This design comes from an exercise in tuning for small area on the open sky130 flow, not from production work.
Only simulation tests tie the RTL to the original design; equivalence was not proved.
The clock port is modelled as an ideal driver; clocking choices that lean on that would not hold on a real chip.
Power is estimated from default activity; no workload was simulated.

## spi_ram
module spi_ram(clk,rst_n,ss_n,mosi,miso);
input clk,rst_n,ss_n,mosi;
output miso;
wire [15:0] we;
wire [7:0] wdata, rdata;
wire [3:0] rgrp;
ram r(clk,we,wdata,rgrp,rdata);
spi_slave s(clk,rst_n,ss_n,mosi,miso,we,wdata,rgrp,rdata);
endmodule
export LEC_CHECK = 0
export CAP_MARGIN = 40
export CORE_MARGIN = 2
export CORE_UTILIZATION = 60
export CTS_BUF_LIST = sky130_fd_sc_hd__clkbuf_16
export CTS_CLUSTER_DIAMETER = 60
export CTS_CLUSTER_SIZE = 30
export SLEW_MARGIN = 40
create_clock -name core_clock -period 10.0 [get_ports {clk}]
run.sh (not shown) runs the stock make flow with config.mk's settings and CLKGATE_MAP_FILE= SYNTH_SCRIPT=/design/flow/synth_recipe.tcl, a recipe that flattens the netlist after the stock synthesis.
The starting point went through all stages and came out clean.
Next try:
--- a/flow/config.mk
+++ b/flow/config.mk
@@ -10,4 +10 @@
-export CORE_UTILIZATION = 60
-export CTS_BUF_LIST = sky130_fd_sc_hd__clkbuf_16
-export CTS_CLUSTER_DIAMETER = 60
-export CTS_CLUSTER_SIZE = 30
+export CORE_UTILIZATION = 70
After rerunning: The new run completed without violations. Maximum frequency is lower slightly. Cell count stays flat. Global-route usage rose by 11 points. Setup slack is worse by 0.052 ns. Critical path depth grows by 6.
Next try:
--- a/flow/config.mk
+++ b/flow/config.mk
@@ -10 +10,4 @@
-export CORE_UTILIZATION = 70
+export CORE_UTILIZATION = 60
+export CTS_BUF_LIST = sky130_fd_sc_hd__clkbuf_8
+export CTS_CLUSTER_DIAMETER = 50
+export CTS_CLUSTER_SIZE = 20
=> Non-clock buffer count is unchanged; die area grows by 16%; sequential cell count is unchanged.
Next try:
--- a/flow/config.mk
+++ b/flow/config.mk
@@ -11,2 +11,2 @@
-export CTS_BUF_LIST = sky130_fd_sc_hd__clkbuf_8
-export CTS_CLUSTER_DIAMETER = 50
+export CTS_BUF_LIST = sky130_fd_sc_hd__clkbuf_4 sky130_fd_sc_hd__clkbuf_8
+export CTS_CLUSTER_DIAMETER = 60
What happened:
- The new run finished clean
- hold slack improves by 0.0063 ns
- synthesized area does not change
- design area is lower by about 1.2%
- count of clock-buffer cells in the layout is lower by 9
Next try:
--- a/flow/config.mk
+++ b/flow/config.mk
@@ -10,4 +10 @@
-export CORE_UTILIZATION = 60
-export CTS_BUF_LIST = sky130_fd_sc_hd__clkbuf_4 sky130_fd_sc_hd__clkbuf_8
-export CTS_CLUSTER_DIAMETER = 60
-export CTS_CLUSTER_SIZE = 20
+export CORE_UTILIZATION = 40
After rerunning: Count of clock-buffer cells in the layout climbs by 137. Routed wire length climbs by a few percent. Register-to-register slack is better by 0.07 ns. First-iteration DRC count drops by a little under a tenth. Maximum frequency climbs slightly. Utilization shrinks by 17 points. Power rose by a quarter to a third. Global-route usage came out lower by 5.8 points. Die area increases by well over a third. Design area climbs by roughly a tenth. Flip-flop and latch count stays the same.

---

The RTL this note starts from:
==> flow/design.v <==
module spi_slave(clk, rst_n, ss_n, mosi, miso, we, nwe, wdata, rgrp, rdata);
input clk, rst_n, ss_n, mosi;
output miso;
output [15:0] we, nwe;
output [7:0] wdata;
output [15:0] rgrp;
input [7:0] rdata;
reg [4:0] cnt;         
reg [3:0] ph;          
reg wpend;             
reg m1;                
reg ta, tw;            
reg [7:0] addr;        
reg [7:0] wa, wd;      
reg [7:0] rb;          
wire typ = (cnt == 5'd3);                      
wire body = (cnt >= 5'd4) & (cnt <= 5'd11);    
wire write = (cnt == 5'd11) & tw;
wire commit = wpend & (ph == wa[3:0]);
wire shift_out = (cnt >= 5'd15) & (cnt <= 5'd21);
wire bypass = commit & (wa[7:4] == addr[7:4]);
always @(posedge clk or negedge rst_n)
  if (~rst_n) begin
    cnt <= 5'd0;
    ph <= 4'd0;
    wpend <= 1'b0;
  end else begin
    ph <= ph + 4'd1;
    if (ss_n)
      cnt <= 5'd0;
    else if (cnt != 5'd31)
      cnt <= cnt + 5'd1;
    if (write)
      wpend <= 1'b1;
    else if (commit)
      wpend <= 1'b0;
  end
always @(posedge clk) begin
  m1 <= mosi;
  if (typ) begin
    ta <= ~mosi;
    tw <= mosi & ~m1;
  end
  if (body & ta)
    addr <= {addr[6:0], mosi};
  if (body & tw)
    wd <= {wd[6:0], mosi};
  if (write)
    wa <= addr;
  if (shift_out)
    rb <= {rb[6:0], 1'b0};
  else if (ph == addr[3:0])
    rb <= bypass ? wd : rdata;
end
assign miso = rb[7];
assign wdata = wd;
assign rgrp = 16'd1 << addr[7:4];
assign we = commit ? (16'd1 << wa[7:4]) : 16'd0;
assign nwe = ~we;
endmodule
module ram(clk, we, nwe, wdata, rgrp, rdata);
input clk;
input [15:0] we;       
input [15:0] nwe;      
input [7:0] wdata;
input [15:0] rgrp;     
output [7:0] rdata;    
wire [127:0] sel;
genvar g;
generate
  for (g = 0; g < 16; g = g + 1) begin : grp
    reg [127:0] r;     
    always @(posedge clk)
      r <= {r[119:0], {8{we[g]}} & wdata | {8{nwe[g]}} & r[127:120]};
    assign sel[8*g+7:8*g] = rgrp[g] ? r[127:120] : 8'd0;
  end
endgenerate
assign rdata = sel[7:0] | sel[15:8] | sel[23:16] | sel[31:24]
             | sel[39:32] | sel[47:40] | sel[55:48] | sel[63:56]
             | sel[71:64] | sel[79:72] | sel[87:80] | sel[95:88]
             | sel[103:96] | sel[111:104] | sel[119:112] | sel[127:120];
endmodule
module spi_ram(clk,rst_n,ss_n,mosi,miso);
input clk,rst_n,ss_n,mosi;
output miso;
wire [15:0] we, nwe;
wire [7:0] wdata, rdata;
wire [15:0] rgrp;
ram r(clk,we,nwe,wdata,rgrp,rdata);
spi_slave s(clk,rst_n,ss_n,mosi,miso,we,nwe,wdata,rgrp,rdata);
endmodule
clock: 10.0 ns
lec_check: 0
cap_margin: 40
core_margin: 2
core_utilization: 60
cts_buf_list: sky130_fd_sc_hd__clkbuf_16
cts_cluster_diameter: 80
cts_cluster_size: 32
slew_margin: 40
synth_hierarchical: 1
standard.sh (not shown) runs the stock make flow with config.mk's settings and CLKGATE_MAP_FILE= SYNTH_SCRIPT=/design/flow/synth_recipe.tcl, a recipe that flattens the netlist after the stock synthesis.
==> flow/flow/run.sh <==
#!/bin/bash
# The standard layout, with two changes to clock tree synthesis: the sinks are
# clustered under clkbuf_8 leaf buffers without dummy loads, and afterwards
# post_cts.tcl upsizes every clock buffer whose sinks see a slow clock edge.
set -euo pipefail
here=$(pwd)
export CTS_ARGS="-sink_clustering_enable -repair_clock_nets -sink_clustering_size ${CTS_SIZE:-24} -sink_clustering_max_diameter ${CTS_DIAM:-70} -buf_list sky130_fd_sc_hd__clkbuf_8 -dont_use_dummy_load"
export POST_CTS_TCL="$here/flow/post_cts.tcl"
export CLK_SLEW_TARGET="${CLK_SLEW_TARGET:-0.100}"
bash standard.sh > "$here/standard.log" 2>&1
==> flow/flow/post_cts.tcl <==
# Upsize clock buffers whose flip-flop clock pins see a slew above
# CLK_SLEW_TARGET (ns, placement-estimated parasitics), then legalize.
set thr $::env(CLK_SLEW_TARGET)
set up [dict create \
  sky130_fd_sc_hd__clkbuf_1 sky130_fd_sc_hd__clkbuf_2 \
  sky130_fd_sc_hd__clkbuf_2 sky130_fd_sc_hd__clkbuf_4 \
  sky130_fd_sc_hd__clkbuf_4 sky130_fd_sc_hd__clkbuf_8 \
  sky130_fd_sc_hd__clkbuf_8 sky130_fd_sc_hd__clkbuf_16]
for {set it 0} {$it < 4} {incr it} {
  estimate_parasitics -placement
  set drv [dict create]
  set worst 0
  foreach pin [get_pins -hierarchical */CLK] {
    set s [get_property $pin slew_max]
    if {$s > $worst} { set worst $s }
    if {$s > $thr} {
      foreach d [get_pins -of_objects [get_nets -of_objects $pin] -filter "direction==output"] {
        dict set drv [get_full_name [get_cells -of_objects $d]] 1
      }
    }
  }
  set n 0
  foreach inst [dict keys $drv] {
    set master [get_property [get_cells $inst] ref_name]
    if {[dict exists $up $master]} {
      replace_cell $inst [dict get $up $master]
      incr n
    }
  }
  puts "post_cts: pass $it worst clock pin slew $worst, upsized $n buffers"
  if {$n == 0} { break }
}
detailed_placement
check_placement -verbose
estimate_parasitics -placement
The baseline finished with timing, DRC and antenna clean.
Change:
==> flow/run.sh (new file) <==
#!/bin/bash
# synth_recipe.tcl (not shown) runs the flow's synth.tcl, then flattens the netlist and writes it again
# the make line also repeats each setting of config.mk as NAME=value (left out here)
make -C /OpenROAD-flow-scripts/flow DESIGN_CONFIG=/design/flow/config.mk WORK_HOME=/design/flow/orfs CLKGATE_MAP_FILE= SYNTH_SCRIPT=/design/flow/synth_recipe.tcl finish
--- a/flow/config.mk
+++ b/flow/config.mk
@@ -10 +10 @@
-export CORE_UTILIZATION = 60
+export CORE_UTILIZATION = 80
@@ -13 +13 @@
-export CTS_CLUSTER_SIZE = 32
+export CTS_CLUSTER_SIZE = 36
removed: flow/flow/run.sh
removed: flow/flow/post_cts.tcl
removed: flow/standard.sh
Now the flow died in 4_1_cts, error DPL-0033. Synthesized cell count is unchanged. Area after synthesis is unchanged.
Change:
--- a/flow/config.mk
+++ b/flow/config.mk
@@ -10 +10 @@
-export CORE_UTILIZATION = 80
+export CORE_UTILIZATION = 60
@@ -13 +13 @@
-export CTS_CLUSTER_SIZE = 36
+export CTS_CLUSTER_SIZE = 32
Now the flow completed without violations.
Synthesized cell count does not change.
Synthesized area is unchanged.

==> afterwards: timing with drivers on the ports <==
The flow's constraints put no driver on any port. The routed layouts listed below were extracted and timed again, unchanged, in two steps. Step 1 sets driving cells, clkbuf_16 on the clock port and buf_2 on the other inputs (assumed; they add their load-dependent delay and slew). Step 2 times the ports against the registers' clock, not the clock port: input delays grow and output delays shrink by t, the midpoint of the rising clock arrivals with the driver on. Three values: ideal, step 1, step 2; two values: the first two.
| run | shift t [ns] | slack for setup (ns) | worst hold slack (ns) | latest minus earliest clock arrival (ns) |
|---|---|---|---|---|
| the first run of note 1 | 0.733 | 6.279 / 6.211 / 6.425 | 0.311 / 0.311 / 0.311 | 0.040 / 0.040 |
| the second run of note 1 | 0.817 | 6.227 / 6.170 / 6.227 | 0.304 / 0.304 / 0.304 | 0.057 / 0.058 |
| the third run of note 1 | 0.851 | 6.186 / 6.126 / 6.408 | 0.300 / 0.300 / 0.300 | 0.048 / 0.049 |
| the fourth run of note 1 | 0.821 | 6.206 / 6.146 / 6.409 | 0.307 / 0.307 / 0.307 | 0.051 / 0.051 |
| the fifth run of note 1 | 0.811 | 6.248 / 6.178 / 6.477 | 0.278 / 0.278 / 0.278 | 0.057 / 0.056 |
| the first run of note 2 | 0.805 | 6.387 / 6.325 / 7.046 | 0.258 / 0.258 / 0.258 | 0.086 / 0.085 |
| the third run of note 2 | 0.708 | 6.490 / 6.424 / 7.068 | 0.306 / 0.306 / 0.306 | 0.053 / 0.053 |
After both steps every run listed still meets setup and hold.
